Context: an optimization exercise on an open-source flow, tuned for small area. The choices shown serve that exercise and are no tape-out recipe.
The RTL was checked by simulation tests, not by an equivalence proof against the original design.
Power is estimated from default activity; no workload was simulated.

==> flow/design.v (excerpt) <==
module ir_gun(PCLK,ir_send,
                    PENABLE,
					PSEL,
					PRESETN,
					PWRITE,
					PREADY,
					PSLVERR,
					PADDR,
					PWDATA,
					PRDATA);
input PENABLE, PSEL, PRESETN, PWRITE;
input  [31:0] PWDATA;
input  [7:0] PADDR;
output reg [31:0] PRDATA;
output PREADY, PSLVERR;
input PCLK;
output reg ir_send;
wire wr = PENABLE & PWRITE & PSEL;
wire rd = PSEL & ~PWRITE;
assign PREADY = 1'b1;
assign PSLVERR = 1'b0;
reg [10:0] DATA_TO_SEND;
reg [20:0] count2;    
reg [9:0]  count1h;   
reg [3:0]  count3;    
reg [11:0] ru;        
reg [2:0]  uj;        
reg [3:0]  ui;        
wire c2wrap = &(count2 | ~21'd1251601);        
wire c1wrap = &(count1h | ~10'd980);           
wire ruwrap = ru[11] & ru[8];                  
wire is10   = count3[3] & count3[1];           
wire carrier = ~count1h[9] & ~(count1h[8] & count1h[7]);    
wire c7 = &count2[2:0];
wire utick = c7 & ruwrap;
reg bitv;
always @* begin
  case (ui)
    4'd2: bitv = DATA_TO_SEND[10];
    4'd3: bitv = DATA_TO_SEND[9];
    4'd4: bitv = DATA_TO_SEND[8];
    4'd5: bitv = DATA_TO_SEND[7];
    4'd6: bitv = DATA_TO_SEND[6];
    4'd7: bitv = DATA_TO_SEND[5];
    4'd8: bitv = DATA_TO_SEND[4];
    4'd9: bitv = DATA_TO_SEND[3];
    4'd10: bitv = DATA_TO_SEND[2];
    4'd11: bitv = DATA_TO_SEND[1];
    4'd12: bitv = DATA_TO_SEND[0];
  ...
For scale: about 330 cells after synthesis, roughly 80 I/O pins.
==> module ir_gun, before the edit <==
module ir_gun(PCLK,ir_send,
                    PENABLE,
					PSEL,
					PRESETN,
					PWRITE,
					PREADY,
					PSLVERR,
					PADDR,
					PWDATA,
					PRDATA);
input PENABLE, PSEL, PRESETN, PWRITE;
input  [31:0] PWDATA;
input  [7:0] PADDR;
output reg [31:0] PRDATA;
output PREADY, PSLVERR;
input PCLK;
output reg ir_send;
wire wr = PENABLE & PWRITE & PSEL;
wire rd = PSEL & ~PWRITE;
assign PREADY = 1'b1;
assign PSLVERR = 1'b0;
reg [10:0] DATA_TO_SEND;
reg [20:0] count2;    
reg [9:0]  count1h;   
reg [3:0]  count3;    
reg [11:0] ru;        
reg [2:0]  uj;        
reg [3:0]  ui;        
wire c2wrap = &(count2 | ~21'd1251601);        
wire c1wrap = &(count1h | ~10'd980);           
wire ruwrap = ru[11] & ru[8];                  
wire is10   = count3[3] & count3[1];           
wire carrier = ~count1h[9] & ~(count1h[8] & count1h[7]);    
wire c7 = &count2[2:0];
wire utick = c7 & ruwrap;
reg bitv;
always @* begin
  case (ui)
    4'd2: bitv = DATA_TO_SEND[10];
    4'd3: bitv = DATA_TO_SEND[9];
    4'd4: bitv = DATA_TO_SEND[8];
    4'd5: bitv = DATA_TO_SEND[7];
    4'd6: bitv = DATA_TO_SEND[6];
    4'd7: bitv = DATA_TO_SEND[5];
    4'd8: bitv = DATA_TO_SEND[4];
    4'd9: bitv = DATA_TO_SEND[3];
    4'd10: bitv = DATA_TO_SEND[2];
    4'd11: bitv = DATA_TO_SEND[1];
    4'd12: bitv = DATA_TO_SEND[0];
    default: bitv = 1'b1;
  endcase
end
wire tail = (ui > 4'd12);
wire env = (ui == 4'd0) | (~tail & ((~uj[2] & ~uj[1]) | (uj[1] & ~uj[0] & bitv)));
always @(posedge PCLK) begin
  if (!PRESETN || c2wrap) begin
    count2 <= 0;
    ru <= 12'd70;
    ui <= 0;
    uj <= 3'd2;
  end else begin
    count2 <= count2 + 1'b1;
    if (c7)
      ru <= ruwrap ? 12'd70 : ru + 1'b1;
    if (utick) begin
      if (uj[2]) begin
        uj <= 0;
        ui <= ui + 1'b1;
      end else
        uj <= uj + 1'b1;
    end
  end
  if (!PRESETN) begin
    DATA_TO_SEND <= 0;
    count1h <= 10'd86;
    count3 <= 0;
    ir_send <= 0;
    PRDATA <= 0;
  end else begin
    if (rd)
      PRDATA <= {count2, DATA_TO_SEND};
    if (is10)
      DATA_TO_SEND <= 0;
    else if (wr)
      DATA_TO_SEND <= PWDATA[10:0];
    if (c2wrap && !is10)
      count3 <= count3 + 1'b1;
    else if (wr)
      count3 <= 0;
    if (count2[0])
      count1h <= c1wrap ? 10'd86 : count1h + 1'b1;
    ir_send <= env & carrier;
  end
end
endmodule
==> flow/config.mk <==
export PLATFORM = sky130hd
export DESIGN_NAME = ir_gun
export DESIGN_NICKNAME = ir_gun
export VERILOG_FILES = /design/flow/design.v
export SDC_FILE = /design/flow/constraint.sdc
export NUM_CORES = 4
export LEC_CHECK = 0
export CAP_MARGIN = 20
export CORE_MARGIN = 2
export CORE_UTILIZATION = 70
export CTS_BUF_LIST = sky130_fd_sc_hd__clkbuf_2 sky130_fd_sc_hd__clkbuf_4 sky130_fd_sc_hd__clkbuf_8
export PLACE_DENSITY = 0.8
export SLEW_MARGIN = 20
==> flow/constraint.sdc <==
create_clock -name core_clock -period 10.0 [get_ports {PCLK}]
set_input_delay 2.0000 -clock core_clock [delete_from_list [all_inputs] [get_ports {PCLK}]]
set_output_delay 2.0000 -clock core_clock [all_outputs]
set_load 0.01 [all_outputs]
standard.sh (not shown) runs the stock make flow with config.mk's settings and CLKGATE_MAP_FILE= SYNTH_SCRIPT=/design/flow/synth_recipe.tcl, a recipe that flattens the netlist after the stock synthesis.
==> flow/flow/run.sh <==
#!/bin/bash
# Own layout flow: the standard synthesis, then an area-oriented re-mapping of the
# combinational logic (flip-flops kept as they are: same instances, names and cells), then
# the standard layout steps with the smallest port buffers and no CTS dummy loads.
set -euo pipefail
W=$(pwd)
R=$W/orfs/results/$FLOW_PLATFORM/ir_gun/base
LIB=$FLOW_HOME/platforms/$FLOW_PLATFORM/lib/sky130_fd_sc_hd__tt_025C_1v80.lib
YOSYS=$FLOW_HOME/../tools/install/yosys/bin/yosys
[[ -x $YOSYS ]] || YOSYS=yosys

# 1. standard synthesis (unchanged)
bash standard.sh synth > $W/flow_synth.log 2>&1
cp $R/1_2_yosys.v $W/std_synth.v

# 2. re-map the combinational logic for area with a few ABC scripts in parallel; keep the smallest
best=""; bestarea=""
for k in 1 2 3 4; do
  mkdir -p $W/reopt$k
  sed -e "s|@LIB@|$LIB|g" -e "s|@IN@|$W/std_synth.v|g" -e "s|@OUT@|$W/reopt$k/reopt.v|g" \
      -e "s|@SCR@|$W/flow/abc$k.scr|g" flow/reopt.ys > $W/reopt$k/reopt.ys
  (cd $W/reopt$k && $YOSYS -s $W/reopt$k/reopt.ys > $W/reopt$k/yosys.log 2>&1 || true) &
done
wait
for k in 1 2 3 4; do
  f=$W/reopt$k/reopt_stat_out.txt
  [[ -s $W/reopt$k/reopt.v && -f $f ]] || continue
  a=$(grep -i "chip area for top module" $f | awk '{print $NF}')
  echo "abc$k area $a" >> $W/reopt_choice.log
  if [[ -z $bestarea ]] || awk "BEGIN{exit !($a < $bestarea)}"; then best=$k; bestarea=$a; fi
done
echo "chosen abc$best area $bestarea" >> $W/reopt_choice.log
cp $W/reopt$best/reopt.v $R/1_2_yosys.v
rm -f $R/1_synth.odb $R/1_synth.sdc

# 3. standard layout steps
bash standard.sh \
  "BUFFER_PORTS_ARGS=-buffer_cell sky130_fd_sc_hd__buf_1" \
  "CTS_ARGS=-sink_clustering_enable -repair_clock_nets -dont_use_dummy_load -buf_list {sky130_fd_sc_hd__clkbuf_4 sky130_fd_sc_hd__clkbuf_8}" \
  finish > $W/flow_layout.log 2>&1
Other scripts of this flow, unchanged in this note and not shown: flow/flow/abc1.scr, flow/flow/abc2.scr, flow/flow/abc3.scr, flow/flow/abc4.scr, flow/flow/reopt.ys
Rerun with:
==> flow/design.v (replaced) <==
module ir_gun(PCLK,ir_send,
                    PENABLE,
					PSEL,
					PRESETN,
					PWRITE,
					PREADY,
					PSLVERR,
					PADDR,
					PWDATA,
					PRDATA);
input PENABLE, PSEL, PRESETN, PWRITE;
input  [31:0] PWDATA;
input  [7:0] PADDR;
output reg [31:0] PRDATA;
output PREADY, PSLVERR;
input PCLK;
output reg ir_send;
wire wr = PENABLE & PWRITE & PSEL;
wire rd = PSEL & ~PWRITE;
assign PREADY = 1'b1;
assign PSLVERR = 1'b0;
reg [10:0] DATA_TO_SEND;
reg [20:0] count2;    
reg [9:0]  count1h;   
reg [3:0]  count3;    
reg [11:0] ru;        
reg [2:0]  uj;        
reg [3:0]  ui;        
wire c2wrap = (count2 == 21'd1251601);
wire carrier = (count1h < 10'd298);
wire c7 = (count2[2:0] == 3'd7);
wire utick = c7 & (ru == 12'd2234);
reg bitv;
always @* begin
  case (ui)
    4'd2: bitv = DATA_TO_SEND[10];
    4'd3: bitv = DATA_TO_SEND[9];
    4'd4: bitv = DATA_TO_SEND[8];
    4'd5: bitv = DATA_TO_SEND[7];
    4'd6: bitv = DATA_TO_SEND[6];
    4'd7: bitv = DATA_TO_SEND[5];
    4'd8: bitv = DATA_TO_SEND[4];
    4'd9: bitv = DATA_TO_SEND[3];
    4'd10: bitv = DATA_TO_SEND[2];
    4'd11: bitv = DATA_TO_SEND[1];
    4'd12: bitv = DATA_TO_SEND[0];
    default: bitv = 1'b0;
  endcase
end
reg env;
always @* begin
  if (ui == 4'd0) env = 1'b1;
  else if (ui == 4'd1) env = (uj < 3'd3);
  else env = (uj < 3'd2) ? (ui < 4'd13) : (uj == 3'd2) & bitv;
end
always @(posedge PCLK) begin
  if (!PRESETN || c2wrap) begin
    count2 <= 0;
    ru <= 0;
    ui <= 0;
    uj <= 3'd2;
  end else begin
    count2 <= count2 + 1'b1;
    if (c7)
      ru <= (ru == 12'd2234) ? 12'd0 : ru + 1'b1;
    if (utick) begin
      if (uj == 3'd4) begin
        uj <= 0;
        ui <= ui + 1'b1;
      end else
        uj <= uj + 1'b1;
    end
  end
  if (!PRESETN) begin
    DATA_TO_SEND <= 0;
    count1h <= 0;
    count3 <= 0;
    ir_send <= 0;
    PRDATA <= 0;
  end else begin
    if (rd)
      PRDATA <= {count2, DATA_TO_SEND};
    if (count3 == 4'd10)
      DATA_TO_SEND <= 0;
    else if (wr)
      DATA_TO_SEND <= PWDATA[10:0];
    if (c2wrap && count3 != 4'd10)
      count3 <= count3 + 1'b1;
    else if (wr)
      count3 <= 0;
    if (count2[0])
      count1h <= (count1h == 10'd894) ? 10'd0 : count1h + 1'b1;
    ir_send <= env & carrier;
  end
end
endmodule
After rerunning:
- hold slack gains 0.0038 ns
- cell count increases by about 8%
- total power came out higher by 0.50%
- sequential share of layout area falls by 2.3 points
- count of clock-buffer cells in the layout does not change
- design area rose by about 4.6%
- global-route usage came out higher by 1.7 points
- first-iteration DRC count shrinks by about 13%
- via count rose by 7.5%

-- separate check: timing with driven ports --
In the flow no input, the clock included, has a driving cell. The finished layouts below were timed again as built, in two steps. Step 1 sets driving cells, clkbuf_16 on the clock port and buf_2 on the other inputs (assumed; they add their load-dependent delay and slew). Step 2 also shifts input and output timing later by t, the mid clock arrival at the registers, as if the neighbouring blocks saw the same clock. a / b / c = no drivers / after step 1 / after step 2; a / b = the first two.
run | shift t [ns] | setup WS [ns] | cell pins on the clock port's net
the first run | 0.374 | 6.393 / 6.393 / 6.393 | 1
the second run | 0.374 | 6.160 / 6.160 / 6.160 | 1
After both steps setup and hold are still met in every run listed.
